From an optimization exercise on the open Yosys and OpenROAD flow, aimed at small area, a short achievable clock period and few clock cycles per item; shortcuts taken in it are not production practice.
Where RTL was checked, it was by simulation tests only, not by an equivalence proof against the original.
Power and IR drop assume default switching activity.

==> inputs of 11-20 <==
==> flow/design.v <==
`timescale 1ns / 1ps
module bin2BCD(
    input           clk,
    input           rst,
    input           en,
    input   [11:0]  bin_d_in,
    output  [15:0]  bcd_d_out,
    output          rdy
    );
    reg [11:0] bin_q;
    reg        result_rdy;
    always @(posedge clk) begin
        bin_q      <= bin_d_in;
        result_rdy <= en & ~rst;
    end
    function [3:0] add3;
        input [3:0] d;
        add3 = (d > 4) ? d + 4'd3 : d;
    endfunction
    reg [27:0] s;
    integer i;
    always @(*) begin
        s = {16'b0, bin_q};
        for (i = 0; i < 12; i = i + 1) begin
            s[15:12] = add3(s[15:12]);
            s[19:16] = add3(s[19:16]);
            s[23:20] = add3(s[23:20]);
            s[27:24] = add3(s[27:24]);
            s = s << 1;
        end
    end
    assign bcd_d_out = s[27:12];
    assign rdy       = result_rdy;
endmodule
==> flow/run.sh <==
#!/bin/bash
# synth_recipe.tcl (not shown) runs the flow's synth.tcl, then flattens the netlist and writes it again
# the make line also repeats each setting of config.mk as NAME=value (left out here)
make -C /OpenROAD-flow-scripts/flow DESIGN_CONFIG=/design/flow/config.mk WORK_HOME=/design/flow/orfs CLKGATE_MAP_FILE= SYNTH_SCRIPT=/design/flow/synth_recipe.tcl finish
==> flow/config.mk <==
export PLATFORM = sky130hd
export DESIGN_NAME = bin2BCD
export DESIGN_NICKNAME = bin2BCD
export VERILOG_FILES = /design/flow/design.v
export SDC_FILE = /design/flow/constraint.sdc
export NUM_CORES = 4
export LEC_CHECK = 0
export CAP_MARGIN = 20
export CORE_MARGIN = 2
export CORE_UTILIZATION = 40
export SLEW_MARGIN = 20
==> flow/constraint.sdc <==
create_clock -name core_clock -period 5.0 [get_ports {clk}]
set_input_delay 1.0000 -clock core_clock [delete_from_list [all_inputs] [get_ports {clk}]]
set_output_delay 1.0000 -clock core_clock [all_outputs]
set_load 0.01 [all_outputs]
==> inputs of 03-23, as changes to 11-20 <==
==> flow/design.v (replaced) <==
`timescale 1ns / 1ps
module bin2BCD(
    input           clk,
    input           rst,
    input           en,
    input   [11:0]  bin_d_in,
    output  [15:0]  bcd_d_out,
    output          rdy
    );
    function [3:0] add3;
        input [3:0] d;
        reg o3;
        begin
            o3 = d[3] | (d[2] & (d[1] | d[0]));
            add3[3] = o3;
            add3[2] = (d[2] & ~d[1] & ~d[0]) | (d[3] & d[0]);
            add3[1] = (d[3] & ~d[0]) | (d[1] & ~d[2]) | (d[1] & d[0]);
            add3[0] = d[0] ^ o3;
        end
    endfunction
    function [27:0] step;
        input [27:0] x;
        begin
            step = {add3(x[27:24]), add3(x[23:20]), add3(x[19:16]), add3(x[15:12]), x[11:0]} << 1;
        end
    endfunction
    reg  [27:0] s1, s2;
    reg  [25:11] mid;
    reg         result_rdy;
    integer i;
    always @(*) begin
        s1 = {16'b0, bin_d_in};
        for (i = 0; i < 11; i = i + 1)
            s1 = step(s1);
    end
    always @(posedge clk) begin
        mid        <= s1[25:11];
        result_rdy <= en & ~rst;
    end
    always @(*) begin
        s2 = 28'b0;
        s2[25:11] = mid;
        for (i = 11; i < 12; i = i + 1)
            s2 = step(s2);
    end
    assign bcd_d_out = s2[27:12];
    assign rdy       = result_rdy;
endmodule
Settings changed: ABC_AREA set to 1.
==> notes <==
- 03-23 finished clean. 11-20 reached the layout checks and failed them: setup timing.
- In 03-23 the clock power is smaller than in 11-20, by 25%.
- Between 11-20 and 03-23, the lower global-route usage is in 03-23 (gap 11 points).
- First-iteration DRC count: 03-23 is smaller than 11-20 (about 90%).
- Between 11-20 and 03-23, the lower utilization is in 03-23 (gap 24 points).
- Between 03-23 and 11-20, the lower final area is in 03-23 (gap 72%, measured against 11-20).
- Of 03-23 and 11-20, 03-23 has the higher clock-buffer cell count (gap 1).
- Between 03-23 and 11-20, the lower hold slack is in 03-23 (gap 13 ps).
Testbench counts of 11-20, summed over its fixed seeds: cycles 8,000, items 4,000.
Function not checked in 03-23: the RTL went through the layout flow alone.

========
==> v28 <==
Another version of the RTL of bin2BCD (not shown whole).
==> module bin2BCD, before the edit <==
module bin2BCD(
    input           clk,
    input           rst,
    input           en,
    input   [11:0]  bin_d_in,
    output  [15:0]  bcd_d_out,
    output          rdy
    );
    function [3:0] add3;
        input [3:0] d;
        reg o3;
        begin
            o3 = d[3] | (d[2] & (d[1] | d[0]));
            add3[3] = o3;
            add3[2] = (d[2] & ~d[1] & ~d[0]) | (d[3] & d[0]);
            add3[1] = (d[3] & ~d[0]) | (d[1] & ~d[2]) | (d[1] & d[0]);
            add3[0] = d[0] ^ o3;
        end
    endfunction
    function [27:0] step;
        input [27:0] x;
        begin
            step = {add3(x[27:24]), add3(x[23:20]), add3(x[19:16]), add3(x[15:12]), x[11:0]} << 1;
        end
    endfunction
    reg  [27:0] s1, s2;
    reg  [24:10] mid;
    reg         result_rdy;
    integer i;
    always @(*) begin
        s1 = {16'b0, bin_d_in};
        for (i = 0; i < 10; i = i + 1)
            s1 = step(s1);
    end
    always @(posedge clk) begin
        mid        <= s1[24:10];
        result_rdy <= en & ~rst;
    end
    always @(*) begin
        s2 = 28'b0;
        s2[24:10] = mid;
        for (i = 10; i < 12; i = i + 1)
            s2 = step(s2);
    end
    assign bcd_d_out = s2[27:12];
    assign rdy       = result_rdy;
endmodule
export LEC_CHECK = 0
export ABC_AREA = 1
export CAP_MARGIN = 20
export CORE_MARGIN = 2
export CORE_UTILIZATION = 40
export SLEW_MARGIN = 20
create_clock -name core_clock -period 5.0 [get_ports {clk}]
standard.sh (not shown) runs the stock make flow with config.mk's settings and CLKGATE_MAP_FILE= SYNTH_SCRIPT=/design/flow/synth_recipe.tcl, a recipe that flattens the netlist after the stock synthesis.
==> flow/flow/run.sh <==
#!/bin/bash
# Standard ORFS layout with two changes: the port buffers are buf_1, and
# synthesis maps the logic with the ABC script in flow/abc_area.script
# (a copy of ORFS's scripts folder with only that file replaced).
set -euo pipefail
export BUFFER_PORTS_ARGS="-buffer_cell sky130_fd_sc_hd__buf_1"
rm -rf scripts_mod
cp -r "$FLOW_HOME/scripts" scripts_mod
cp flow/abc_area.script scripts_mod/abc_area.script
bash standard.sh SCRIPTS_DIR="$PWD/scripts_mod" synth > flow_synth.log 2>&1
bash standard.sh finish > flow_make.log 2>&1
==> flow/flow/abc_area.script <==
strash
&get -n
&deepsyn -T 20
&put
balance; rewrite; refactor; balance; rewrite; rewrite -z; balance; refactor -z; rewrite -z; balance
dch -f
amap
topo
==> v6 (differences from v28) <==
==> flow/design.v, changed modules only <==
module bin2BCD(
    input           clk,
    input           rst,
    input           en,
    input   [11:0]  bin_d_in,
    output  [15:0]  bcd_d_out,
    output          rdy
    );
    function [3:0] add3;
        input [3:0] d;
        reg o3;
        begin
            o3 = d[3] | (d[2] & (d[1] | d[0]));
            add3[3] = o3;
            add3[2] = (d[2] & ~d[1] & ~d[0]) | (d[3] & d[0]);
            add3[1] = (d[3] & ~d[0]) | (d[1] & ~d[2]) | (d[1] & d[0]);
            add3[0] = d[0] ^ o3;
        end
    endfunction
    function [27:0] step;
        input [27:0] x;
        begin
            step = {add3(x[27:24]), add3(x[23:20]), add3(x[19:16]), add3(x[15:12]), x[11:0]} << 1;
        end
    endfunction
    reg  [27:0] s1, s2;
    reg  [22:9] mid;
    reg         result_rdy;
    integer i;
    always @(*) begin
        s1 = {16'b0, bin_d_in};
        for (i = 0; i < 9; i = i + 1)
            s1 = step(s1);
    end
    always @(posedge clk) begin
        mid        <= s1[22:9];
        result_rdy <= en & ~rst;
    end
    always @(*) begin
        s2 = 28'b0;
        s2[22:9] = mid;
        for (i = 9; i < 12; i = i + 1)
            s2 = step(s2);
    end
    assign bcd_d_out = s2[27:12];
    assign rdy       = result_rdy;
endmodule
==> flow/flow/run.sh (replaced) <==
#!/bin/bash
# Standard ORFS layout, with the smallest buffer (buf_1) as the port buffer.
set -euo pipefail
export BUFFER_PORTS_ARGS="-buffer_cell sky130_fd_sc_hd__buf_1"
bash standard.sh finish > flow_make.log 2>&1
removed: flow/flow/abc_area.script
==> v22 (differences from v28) <==
--- a/flow/flow/run.sh
+++ b/flow/flow/run.sh
@@ -2,3 +2,3 @@
 # Standard ORFS layout with two changes: the port buffers are buf_1, and
-# synthesis maps the logic with the ABC script in flow/abc_area.script
+# synthesis maps the logic with the ABC script in flow/abc_area.script (a variant of ORFS's area script)
 # (a copy of ORFS's scripts folder with only that file replaced).
==> flow/flow/abc_area.script (replaced) <==
strash
dch
if -K 4
mfs -W 8
strash
dch
map -B 0.9
topo
stime -c
buffer -c
upsize -c
dnsize -c
- CORE_UTILIZATION: 40 -> 55
==> v35 (differences from v28) <==
==> flow/run.sh (new file) <==
#!/bin/bash
# synth_recipe.tcl (not shown) runs the flow's synth.tcl, then flattens the netlist and writes it again
# the make line also repeats each setting of config.mk as NAME=value (left out here)
make -C /OpenROAD-flow-scripts/flow DESIGN_CONFIG=/design/flow/config.mk WORK_HOME=/design/flow/orfs CLKGATE_MAP_FILE= SYNTH_SCRIPT=/design/flow/synth_recipe.tcl finish
removed: flow/flow/run.sh
removed: flow/flow/abc_area.script
removed: flow/standard.sh
==> summary of the runs <==
- The highest hold slack belongs to v35, the lowest to v28.
- v35 completed with no timing, DRC or antenna violations. v28 reached the layout checks and failed them: negative setup slack. v22 passed the timing, DRC and antenna checks. v6 produced a clean layout.
- Die area, highest first: v35, v6, v28, v22.
- Global-route usage, lowest first: v6, v35, v28, v22.
- The lowest setup slack belongs to v28, the highest to v22.
- Non-clock buffer count is the same in v22 and v35.
- Of v6 and v28, v6 has the higher first-iteration DRC count (gap 14%, measured against v28).
- In v22 the critical path depth is lower than in v28, by 28.
- Cell area, lowest first: v22, v6, v35, v28.
- Of v35 and v6, v35 has the higher cell count (gap 1.8%, measured against v6).
- Of v35 and v22, v35 has the higher routed wire length (gap 15%, measured against v22).
- Between v35 and v6, the lower sequential cell count is in v6 (gap 1).
==> figures <==
quantity	v6	v22	v28	v35
Result of the run	finished clean	finished clean	failed layout checks	finished clean
Violated checks	-	-	negative setup slack	-
Share of power burned in combinational logic	66.4%	61.2%	66.7%	68.3%
Capturing instance or port of the critical path	bcd_d_out[1]	bcd_d_out[5]	mid[16]$_DFF_P_	mid[13]$_DFF_P_
Final nets	256	258	267	262
Initial core utilization	42.3%	57.0%	42.5%	42.6%
Sinks on Clock Net	15	16	16	16
Comb group	0.436 mW	0.383 mW	0.532 mW	0.527 mW
Total vias in the final route	1251	1315	1388	1343
XOR/XNOR Fraction of Synth Area	5.43%	4.29%	0%	3.98%
Number of non-clock inverters	47	48	25	52
Net Count, Synth	223	226	186	230
Area growth, synth to finish	14.0%	12.4%	69.8%	27.2%
Total leakage power	0.726 nW	0.728 nW	0.745 nW	0.861 nW
Fill count	349	210	218	333
Overall fraction of global-route tracks in use	12.8%	20.2%	17.6%	15.5%
Power, Total	0.657 mW	0.626 mW	0.798 mW	0.772 mW
Fraction of the yosys area taken by sequential cells	23.3%	26.2%	30.2%	24.2%
Setup Viol. Count Final	0	0	5	0
Clock buf/inv share	1.87%	1.64%	2.01%	1.34%
Avg Inst Size Synth	6.20 um2	5.80 um2	6.21 um2	6.15 um2
Power attributed to the clock group	0.0632 mW	0.0611 mW	0.0836 mW	0.0639 mW
Met1 routing resource usage after global routing	18.7%	22.6%	22.2%	17.5%
Compound-gate portion of the synthesized area	22.3%	24.8%	32.3%	21.5%
Testbench counts of v28, summed over its fixed seeds: cycles 8,000, items 4,000.
Testbench counts of v22, summed over its fixed seeds: cycles 8,000, items 4,000.
Testbench counts of v35, summed over its fixed seeds: cycles 8,000, items 4,000.
Function not checked in v6: the RTL went through the layout flow alone.

static timing again, ports no longer ideal:
How much do the figures lean on ideal ports? The routed layouts below were timed once more, with nothing changed but the port constraints.
Step 1: set_driving_cell puts a clkbuf_16 on clk and a buf_2 on each other input, an assumption about the parent block.
Step 2 adds t to the input delays and takes it off the output delays; t is the mean of the earliest and latest rising clock arrival at the registers after step 1. Input paths then give back, and output paths get back, about the clock's delay inside the block.
Slacks: ideal ports / drivers / drivers and shift; pairs: ideal ports / drivers.
run | t (ns) | slack for setup (ns) | slew at the worst register clock pin (ns)
11-20 | 0.284 | -1.998 / -2.025 / -1.740 | 0.07 / 0.07
03-23 | 0.296 | 1.244 / 1.241 / 0.944 | 0.09 / 0.09
v28 | 0.299 | -0.164 / -0.191 / -0.490 | 0.09 / 0.09
v6 | 0.286 | 1.660 / 1.640 / 1.927 | 0.08 / 0.08
v22 | 0.291 | 2.067 / 2.045 / 1.799 | 0.08 / 0.08
v35 | 0.301 | 1.604 / 1.598 / 1.297 | 0.08 / 0.08
The setup slack of v28, which loses most, moves by -0.027 ns with the drivers and by -0.326 ns with both steps.
